Context: an optimization exercise on an open-source flow, tuned for small area, a short achievable clock period and few clock cycles per item. The choices shown serve that exercise and are no tape-out recipe.
In this exercise RTL edits were held to simulation tests only and were not proved equivalent to the original.
Power and IR drop assume default switching activity.

**config.mk**
```make
export PLATFORM = sky130hd
export DESIGN_NAME = booth_multiplier
export DESIGN_NICKNAME = booth_multiplier
export VERILOG_FILES = /design/flow/design.v
export SDC_FILE = /design/flow/constraint.sdc
export NUM_CORES = 4
export LEC_CHECK = 0
export CAP_MARGIN = 20
export CORE_MARGIN = 2
export CORE_UTILIZATION = 40
export PLACE_DENSITY = 0.6
export SLEW_MARGIN = 20
```
**constraint.sdc**
```tcl
create_clock -name core_clock -period 5.0 [get_ports {clk}]
set_input_delay 1.0000 -clock core_clock [delete_from_list [all_inputs] [get_ports {clk}]]
set_output_delay 1.0000 -clock core_clock [all_outputs]
set_load 0.01 [all_outputs]
```
**design.v**
```verilog
module booth_multiplier(
    input        clk,
    input        reset_n,
    input        op_start,
    input        op_clear,
    input  [31:0] multiplier,
    input  [31:0] multiplicand,
    output reg    op_done,
    output reg [63:0] result
);
    localparam IDLE  = 2'b00;	 
    localparam CALC  = 2'b01;  
    localparam SHIFT = 2'b10;  
    localparam DONE  = 2'b11;	 
    reg [1:0] state;
    reg [64:0] p_reg;  
    reg [31:0] m_reg;  
    reg        q_0;    
    reg [5:0]  count;  
    wire [64:0] add_val;
    wire [64:0] sub_val;
    assign add_val = {m_reg[31], m_reg, 32'b0};
    assign sub_val = {(~{m_reg[31], m_reg} + 33'd1), 32'b0};  
    always @(posedge clk or negedge reset_n) begin
        if (!reset_n) begin
            state   <= IDLE;
            p_reg   <= 0;
            m_reg   <= 0;
            q_0     <= 0;
            count   <= 0;
            op_done <= 0;
            result  <= 0;
        end
        else if (op_clear) begin
            state   <= IDLE;
            p_reg   <= 0;
            m_reg   <= 0;
            q_0     <= 0;
            count   <= 0;
            op_done <= 0;
            result  <= 0;
        end
        else begin
            case (state)
                IDLE: begin
                    op_done <= 0;
                    if (op_start) begin
                        m_reg <= multiplicand;
                        p_reg <= {33'b0, multiplier};  
                        q_0   <= 0;
                        count <= 0;
                        state <= CALC;  
                    end
                end
                CALC: begin
                    case ({p_reg[0], q_0})
                        2'b01: p_reg <= p_reg + add_val;  
                        2'b10: p_reg <= p_reg + sub_val;  
                        default: p_reg <= p_reg;          
                    endcase
                    state <= SHIFT;  
                end
                SHIFT: begin
                    {p_reg, q_0} <= {p_reg[64], p_reg[64:1], p_reg[0]};
                    if (count == 31) begin
                        state <= DONE;
                    end else begin
                        count <= count + 1;
                        state <= CALC;  
                    end
                end
                DONE: begin
                    result  <= p_reg[63:0];
                    op_done <= 1;
                end
            endcase
        end
    end
endmodule
```
**run.sh**
```bash
#!/bin/bash
# synth_recipe.tcl (not shown) runs the flow's synth.tcl, then flattens the netlist and writes it again
# the make line also repeats each setting of config.mk as NAME=value (left out here)
make -C /OpenROAD-flow-scripts/flow DESIGN_CONFIG=/design/flow/config.mk WORK_HOME=/design/flow/orfs CLKGATE_MAP_FILE= SYNTH_SCRIPT=/design/flow/synth_recipe.tcl finish
```
==> run summary <==
Post-Route Setup TNS 0 ns; area delta synth->final 23.1%; total track usage 20.6%; core area 0.0243 mm²; Final ANT Viol Nets 0; routed vias 8208; area taken by multi-input logic gates 0.00538 mm²; Die ar. 0.0261 mm²; CTS sink cnt 171; Ys Warns 1; ranking of synthesized cells by area dfrtp_1 (43%), mux2i_1 (6.7%), o21ai_0 (6.1%), ha_1 (5.5%), nand2_1 (4.6%); Num CTS Buffers 17; family with the most delay on the worst path compound AO/OA/AOI/OAI gates; Max VDD drop 0.000237 V; initial antenna violation count 1; number of buffers added for setup after CTS 0; Final setup viols 0; CP Launch Type flop; Cell Chain, Critical Path or4_4, nor4_4, or3b_1, nor2_2, a21o_4, o21a_4, o21ai_0, xor2_1, ha_1, a21o_1, a211oi_1, nor3_1, a211oi_1, a21boi_0, o21a_1, o41ai_2; starting density of the core 40.8%; final-layout fill cell count 2313; combinational share of power 33.9%; Synth Flop Type dfrtp_1; Synth area leader dfrtp_1; Syn Area/Cell 9.17 µm²; Clk pwr share 30.1%; # nets final 1297; grt ovf 0; Post-synth ARST share 100%; post-CTS sizing 0; Pint 2.82 mW; vias per cell 5.40; placed cell count 1488; Non-Filler Instances 1521; Tcrit/Tclk final 86.7%; number of diodes 0; most common cell in the netlist dfrtp_1; Fin. Hold Viols 0; static leakage power 5.26 nW; Clock transition at path regs 0.08 ns; Final min period 4.33 ns; Mapped Area 0.00992 mm²; EDFF count, synth 0; post-route setup slack 0.666 ns; fmax 231 MHz; required time worst endpoint 5.35 ns; status finished clean; Cells after Synth 1082; share of cells above drive strength 1 5.26%; H-tree levels 4; number of library cell types mapped by synthesis 58; final WL 25900 µm; Final Skew 0.0141 ns; vias in the first global route 8312; first-pass GRT wire length 43100 µm; worst hold path class input port to async pin; routed len/inst 17.0 µm; Synth Net Count 1195; Setup crit end kind flop; Longest Clk Path Bufs 2; register area share after synthesis 43.1%; first drt pass iteration count 5; slowest CP cell or4_4; CP most frequent cell a211oi_1; Post-DP HPWL 17900 µm; Top Ports 133; Pins Over Slew Limit 0; Sw Share 39.9%; row cnt 57; Crit Path Category flop to flop; Slew headroom 33.2%; Post-synth top cells dfrtp_1 (171), nand2_1 (122), o21ai_0 (120); flop and latch count out of synthesis 171; IO Port Bufs 132; Remaining DRCs 0; worst slack at placement 0.681 ns; CTS Hold Bufs 0; Max stage delay on crit path 0.59 ns; max FFs per register 65; Final Wtd Congestion 0.871; Die H 161 µm; CP arrival 4.68 ns; clk latency of the worst-skew pair 0.45 ns; Worst Tran Pin Value 1.00 ns; RSZ-0062 raised after global routing no; DRT iter0 DRCs 520; max-cap viol count 0; Seq pwr share 36.0%; Switch Pwr 1.88 mW; Die W 161 µm; critical path fanouts, max 6; FF+latch area 0.00428 mm²; pin count of the biggest net entering global routing 106; PwrDens 385 mW/mm²; CTS root buf clkbuf_16; Buffers & Inverters on Critical Path 0; area share of the leading cell type in the synthesized netlist 43.1%; CTS tree built
## metrics by stage
step | cell area [µm²] | power, mW | hold slack, ns | util [%]
floorplan | 9920 | 2.84 | 0.472 | -
global placement | 11500 | 3.30 | 0.495 | 47.5
detailed placement | 11500 | 3.31 | 0.505 | 47.5
CTS | 12200 | 4.72 | 0.525 | 50.1
global route | 12200 | 5.01 | 0.467 | 50.2
finish | 12200 | 4.70 | 0.453 | 50.2
## power by group through the flow
stage          combinational, mW  sequential, mW  clock [mW]
2_1_floorplan               1.18            1.66           0
3_3_place_gp                1.58            1.72           0
3_5_place_dp                1.59            1.72           0
4_1_cts                     1.60            1.69        1.43
5_1_grt                     1.79            1.72        1.50
6_report                    1.59            1.69        1.42
## per-layer routing
metal	share of wire [%]	vias up	track usage (%)
met5	0.050	-	0
met3	5.7	36	5.19
met1	46	3954	27.1
met4	1.7	2	5.44
met2	46	201	34.1
li1	-	4015	-
## layout by cell type (no fill, tap or decap), types with 32 or more instances in the layout
cell type	count
nor2_1	92
xor2_1	32
a21oi_1	45
dfrtp_1	171
nand2_1	122
nand2b_1	43
mux2i_1	66
nor2b_1	36
clkdlybuf4s50_1	130
o21ai_0	120
a31oi_1	36
ha_1	41
## layout make-up
type                    count  share of cell area [%]
flip-flops and latches    171                    35.0
multi-input cells         831                    44.0
well taps                 324                    3.32
clock buffers              17                    3.48
inverters                  19                   0.584
clock inverters            15                    1.73
repair buffers            144                    11.8
## cell families (layout without fill, tap and decap cells)
family / count (synthesis) / in the layout / share of synthesized area (%)
and+or+nand+nor: 362 / 362 / 17.7
buffers and inverters: 80 / 195 / 3.04
xor gates and xnor gates: 57 / 57 / 5.03
AOI/OAI and AO/OA: 301 / 301 / 18.7
DFF: 171 / 171 / 43.1
muxes: 66 / 66 / 6.66
adders and majority gates: 45 / 45 / 5.75
## final timing paths
| check | slack [ns] | to | depth (start not counted) | startpoint |
|---|---|---|---|---|
| worst max-delay path | 0.67 | p_reg[64] | 16 | m_reg[3] |
| worst min-delay path | 0.45 | result[38] | 1 | reset_n |
| worst max register to register | 0.67 | p_reg[64] | 16 | m_reg[3] |
| worst min register to register | 0.52 | result[46] | 2 | result[46] |
| max in group asynchronous | 3.86 | result[0] | 2 | reset_n |
| min in group core_clock | 0.52 | result[46] | 2 | result[46] |
Testbench counts, summed over its fixed seeds: cycles 107,192, items 1,600.

afterwards: timing with drivers on the ports:
The results above use ideal ports. As a check the final layout listed here was re-extracted and re-timed, cells and wires unchanged. Step 1, drivers: a clkbuf_16 drives clk and a buf_2 each remaining input, both assumed. Step 2 moves the port delays by t, midway between the first and last clock arrival at a register: inputs arrive t later, outputs are due t later. That takes back most of the time a late clock gives input paths. a / b / c = ideal ports / drivers / drivers and shift; a / b = the first two.
t (ns): 0.490
slack for setup (ns): 0.666 / 0.666 / 0.666
latest minus earliest clock arrival (ns): 0.020 / 0.020
After both steps this run still meets setup and hold. The setup slack of this run moves by 0.000 ns with the drivers and by 0.000 ns with both steps.
